What follows belongs to an exercise in optimizing a design on an open flow for small area, a short achievable clock period and few clock cycles; a production flow would make more cautious choices. Only simulation tests tie the RTL to the original design; equivalence was not proved. Power is estimated from default activity; no workload was simulated.

==> build 94: inputs <==
// pipe_noDataHazards_cpu
module pipe_noDataHazards_cpu(clrn,clk,pc,inst,dmem_addr,dmem_wdata,dmem_we,dmem_rdata);
==> flow/config.mk <==
export PLATFORM = sky130hd
export DESIGN_NAME = pipe_noDataHazards_cpu
export DESIGN_NICKNAME = pipe_noDataHazards_cpu
export VERILOG_FILES = /design/flow/design.v
export SDC_FILE = /design/flow/constraint.sdc
export NUM_CORES = 4
export LEC_CHECK = 0
export CAP_MARGIN = 20
export CELL_PAD_IN_SITES_DETAIL_PLACEMENT = 1
export CORE_MARGIN = 2
export CORE_UTILIZATION = 40
export CTS_CLUSTER_DIAMETER = 100
export CTS_CLUSTER_SIZE = 24
export PLACE_DENSITY = 0.6
export SETUP_SLACK_MARGIN = 5
export SLEW_MARGIN = 20
export SYNTH_HIERARCHICAL = 1
==> flow/constraint.sdc <==
create_clock -name core_clock -period 8.0 [get_ports {clk}]
set_input_delay 1.6000 -clock core_clock [delete_from_list [all_inputs] [get_ports {clk}]]
set_output_delay 1.6000 -clock core_clock [all_outputs]
set_load 0.01 [all_outputs]
run.sh (not shown) runs the stock make flow with config.mk's settings and CLKGATE_MAP_FILE= SYNTH_SCRIPT=/design/flow/synth_recipe.tcl, a recipe that flattens the netlist after the stock synthesis.
==> trial 22 (differences from build 94) <==
--- a/flow/design.v
+++ b/flow/design.v
@@ -620,28 +620,37 @@
 	reg [31:0] ex_cn;           
 	reg [4:0] ex_sa;
 	reg ex_fa_r, ex_fa_s, ex_fa_o;   
 	reg ex_fb_r, ex_fb_s, ex_fb_o;   
 	reg ex_fc_r, ex_fc_s, ex_fc_o;   
 	reg ex_add, ex_and, ex_or, ex_xor, ex_sh, ex_shl, ex_shr, ex_ari;
-	reg m_we, m_ld, m_st, m_add;
-	reg [4:0] m_wn;
+	reg m_ld, m_st, m_add;
+	reg [3:0] m_wlo;            
+	reg [7:0] m_whi;            
 	reg [31:0] m_sum;           
 	reg [31:0] m_oth;           
 	reg [31:0] m_sd;
 	wire stall;
 	assign pc = {pcr, 2'b00};
 	wire [31:2] pc_inc = pcr + 30'd1;
 	always @(posedge clk or negedge clrn)
 		if (!clrn) pcr <= 30'd0;
 		else if (!stall) pcr <= pend ? ptgt : pc_inc;
 	always @(posedge clk or negedge clrn)
 		if (!clrn) id_v <= 1'b0;
 		else if (!stall) id_v <= 1'b1;
+	reg [3:0] id_alo, id_blo;
+	reg [7:0] id_ahi, id_bhi;
 	always @(posedge clk)
-		if (!stall) ir <= inst;
+		if (!stall) begin
+			ir <= inst;
+			id_alo <= 4'd1 << inst[6:5];
+			id_ahi <= 8'd1 << inst[9:7];
+			id_blo <= 4'd1 << inst[1:0];
+			id_bhi <= 8'd1 << inst[4:2];
+		end
 	wire [11:0] op12 = ir[31:20];
 	wire [5:0]  op6  = ir[31:26];
 	wire [4:0]  rs = ir[9:5], rt = ir[4:0], rd = ir[14:10];
 	wire [15:0] imm = ir[25:10];
 	wire d_add  = op12 == 12'h001;
 	wire d_and  = op12 == 12'h041;
@@ -670,13 +679,13 @@
 	assign stall = ex_ld & ((use_rs & (ex_wn == rs)) | (use_rt & (ex_wn == rt)));
 	wire go = id_v & ~stall;
 	wire [31:0] wdata = m_ld ? dmem_rdata : m_add ? m_sum : m_oth;
 	reg [31:1] rv;
 	always @(posedge clk or negedge clrn)
 		if (!clrn) rv <= 31'd0;
-		else if (m_we) rv <= rv | (31'd1 << (m_wn - 5'd1));
+		else rv <= rv | ewr;
 	reg byp_a, byp_b;
 	wire byp_a_id = ex_we & (ex_wn == rs);
 	wire byp_b_id = ex_we & (ex_wn == rt);
 	wire byp_a_if = ex_we & (ex_wn == inst[9:5]);
 	wire byp_b_if = ex_we & (ex_wn == inst[4:0]);
 	always @(posedge clk) begin
@@ -685,23 +694,15 @@
 	end
 	wire [31:0] sel_a, sel_b;
 	wire [31:0] qa_n, qb_n;
 	assign sel_a[0] = byp_a;
 	assign sel_b[0] = byp_b;
 	wire [31:0] rfx [0:31];
-	wire [3:0] wlo;
-	wire [7:0] whi;
-	genvar wi;
-	generate
-		for (wi = 0; wi < 4; wi = wi + 1) begin : WL
-			assign wlo[wi] = m_we & (m_wn[1:0] == wi);
-		end
-		for (wi = 0; wi < 8; wi = wi + 1) begin : WH
-			assign whi[wi] = (m_wn[4:2] == wi);
-		end
-	endgenerate
+	wire [3:0] wlo = m_wlo;
+	wire [7:0] whi = m_whi;
+	wire [31:1] ewr;
 	assign rfx[0] = wdata;
 	genvar g, b;
 	generate
 		for (g = 1; g < 32; g = g + 1) begin : R
 			reg [31:0] q;
 			wire e, en;
@@ -710,14 +711,15 @@
 			wire [31:0] nx;
 			for (b = 0; b < 32; b = b + 1) begin : H
 				rf_hold h(.e(e), .en(en), .d(wdata[b]), .q(q[b]), .y(nx[b]));
 			end
 			always @(posedge clk) q <= nx;
 			assign rfx[g] = q;
-			assign sel_a[g] = (rs == g) & rv[g] & ~byp_a;
-			assign sel_b[g] = (rt == g) & rv[g] & ~byp_b;
+			assign ewr[g] = e;
+			assign sel_a[g] = id_alo[g % 4] & id_ahi[g / 4] & rv[g] & ~byp_a;
+			assign sel_b[g] = id_blo[g % 4] & id_bhi[g / 4] & rv[g] & ~byp_b;
 		end
 		for (b = 0; b < 32; b = b + 1) begin : C
 			wire [31:0] x;
 			for (g = 0; g < 32; g = g + 1) begin : X
 				assign x[g] = rfx[g][b];
 			end
@@ -814,18 +816,19 @@
 	always @(posedge clk or negedge clrn)
 		if (!clrn) pend <= 1'b0;
 		else if (taken) pend <= 1'b1;
 		else if (!stall) pend <= 1'b0;
 	always @(posedge clk or negedge clrn)
 		if (!clrn) begin
-			m_we <= 1'b0; m_ld <= 1'b0; m_st <= 1'b0;
+			m_wlo <= 4'd0; m_ld <= 1'b0; m_st <= 1'b0;
 		end else begin
-			m_we <= ex_we; m_ld <= ex_ld; m_st <= ex_st;
+			m_wlo <= {4{ex_we}} & (4'd1 << ex_wn[1:0]);
+			m_ld <= ex_ld; m_st <= ex_st;
 		end
 	always @(posedge clk) begin
-		m_wn  <= ex_wn;
+		m_whi <= 8'd1 << ex_wn[4:2];
 		m_add <= ex_add;
 		m_sum <= sum;
 		m_oth <= oth;
 		m_sd  <= sdat;
 	end
 	assign dmem_addr  = m_sum;
==> build 68 (differences from build 94) <==
--- a/flow/design.v
+++ b/flow/design.v
@@ -672,19 +672,17 @@
 	wire [31:0] wdata = m_ld ? dmem_rdata : m_add ? m_sum : m_oth;
 	reg [31:1] rv;
 	always @(posedge clk or negedge clrn)
 		if (!clrn) rv <= 31'd0;
 		else if (m_we) rv <= rv | (31'd1 << (m_wn - 5'd1));
 	reg byp_a, byp_b;
-	wire byp_a_id = ex_we & (ex_wn == rs);
-	wire byp_b_id = ex_we & (ex_wn == rt);
-	wire byp_a_if = ex_we & (ex_wn == inst[9:5]);
-	wire byp_b_if = ex_we & (ex_wn == inst[4:0]);
+	wire [4:0] rs_nx = stall ? rs : inst[9:5];
+	wire [4:0] rt_nx = stall ? rt : inst[4:0];
 	always @(posedge clk) begin
-		byp_a <= stall ? byp_a_id : byp_a_if;
-		byp_b <= stall ? byp_b_id : byp_b_if;
+		byp_a <= ex_we & (ex_wn == rs_nx);
+		byp_b <= ex_we & (ex_wn == rt_nx);
 	end
 	wire [31:0] sel_a, sel_b;
 	wire [31:0] qa_n, qb_n;
 	assign sel_a[0] = byp_a;
 	assign sel_b[0] = byp_b;
 	wire [31:0] rfx [0:31];
--- a/flow/config.mk
+++ b/flow/config.mk
@@ -6,12 +6,11 @@
 export NUM_CORES = 4
 export LEC_CHECK = 0
 export CAP_MARGIN = 20
 export CELL_PAD_IN_SITES_DETAIL_PLACEMENT = 1
 export CORE_MARGIN = 2
 export CORE_UTILIZATION = 40
-export CTS_CLUSTER_DIAMETER = 100
-export CTS_CLUSTER_SIZE = 24
 export PLACE_DENSITY = 0.6
 export SETUP_SLACK_MARGIN = 5
 export SLEW_MARGIN = 20
 export SYNTH_HIERARCHICAL = 1
+export TNS_END_PERCENT = 50
==> comparison <==
Trial 22 ran to the end with no violations. Build 68 went through all stages and came out clean. Build 94 completed without violations. In build 68 the non-clock buffer count is higher than in trial 22, by 42. In build 94 the via count is higher than in trial 22, by 2.9%. Die area: trial 22 is higher than build 94 (0.67%). The lowest routed wire length belongs to trial 22, the highest to build 94. Between build 94 and build 68, the lower critical path depth is in build 94 (gap 3). The highest clock power belongs to build 68, the lowest to build 94. Worst setup slack, lowest first: build 94, build 68, trial 22. Of trial 22 and build 94, trial 22 has the higher register-to-register slack (gap 30 ps).
==> figures <==
                                                                                  trial 22                  build 94                   build 68
Nets                                                                                 6,171                     6,275                      6,342
Worst R2R Start                                                                      byp_a                     ir[3]                      ir[4]
Power in the clock group                                                           4.20 mW                   4.08 mW                    7.01 mW
Fmax                                                                               318 MHz                   314 MHz                    314 MHz
Fraction of area in clock buffers and inverters                                      2.90%                     2.77%                      6.64%
Reg-to-reg setup timing slack                                                      4850 ps                   4820 ps                    4820 ps
Result of the run                                                 timing/DRC/antenna clean  timing/DRC/antenna clean   timing/DRC/antenna clean
Vias per cell                                                                         7.64                      7.84                       7.71
Met2 wire len                                                                       127 mm                    136 mm                     138 mm
Fraction of final layout cells with drive strength greater than 1                    16.3%                     16.6%                      18.7%
Critical Path Fanout Max                                                                36                        32                         10
Clock Latency Late Sink                                                             740 ps                    750 ps                     820 ps
Wire length on met3                                                                44.9 mm                   49.2 mm                    44.7 mm
Worst path slowest cell                                            sky130_fd_sc_hd__and3_1  sky130_fd_sc_hd__nand4_1  sky130_fd_sc_hd__edfxtp_1
Post-layout min period                                                             3150 ps                   3180 ps                    3180 ps
Share of cell area taken by multi-input logic gates                                  45.5%                     46.6%                      44.7%
Number of buffers other than clock buffers in the final layout                         450                       486                        492
Testbench counts of build 94, summed over its fixed seeds: cycles 49,672.
Testbench counts of trial 22, summed over its fixed seeds: cycles 49,672.
Testbench counts of build 68, summed over its fixed seeds: cycles 49,672.

## re-timing with driven ports
No port has a modelled driver above. Below, the same layouts with a new extraction and two added sets of constraints.
Step 1 assumes that a clkbuf_16 drives the clock port and a buf_2 every other input.
Step 2, shift: input delay + t, output delay - t, t = (earliest + latest rising clock arrival at the registers) / 2. This alone moves slack from input paths to output paths.
a / b / c = ideal ports / drivers / drivers and shift; a / b = the first two.
run | t (ns) | setup WS [ns] | worst hold slack (ns) | worst setup path at the end | pins driven straight from the clock port
build 94 | 0.813 | 4.820 / 4.792 / 4.248 | 0.429 / 0.429 / 0.429 | input to register | 1
trial 22 | 0.804 | 4.851 / 4.851 / 4.238 | 0.370 / 0.370 / 0.370 | input to register | 1
build 68 | 0.884 | 4.820 / 4.820 / 4.089 | 0.348 / 0.348 / 0.348 | input to register | 1
After both steps every run listed still meets setup and hold. For build 68, which loses most, drivers alone change the setup slack by 0.000 ns; drivers and shift together by -0.731 ns.
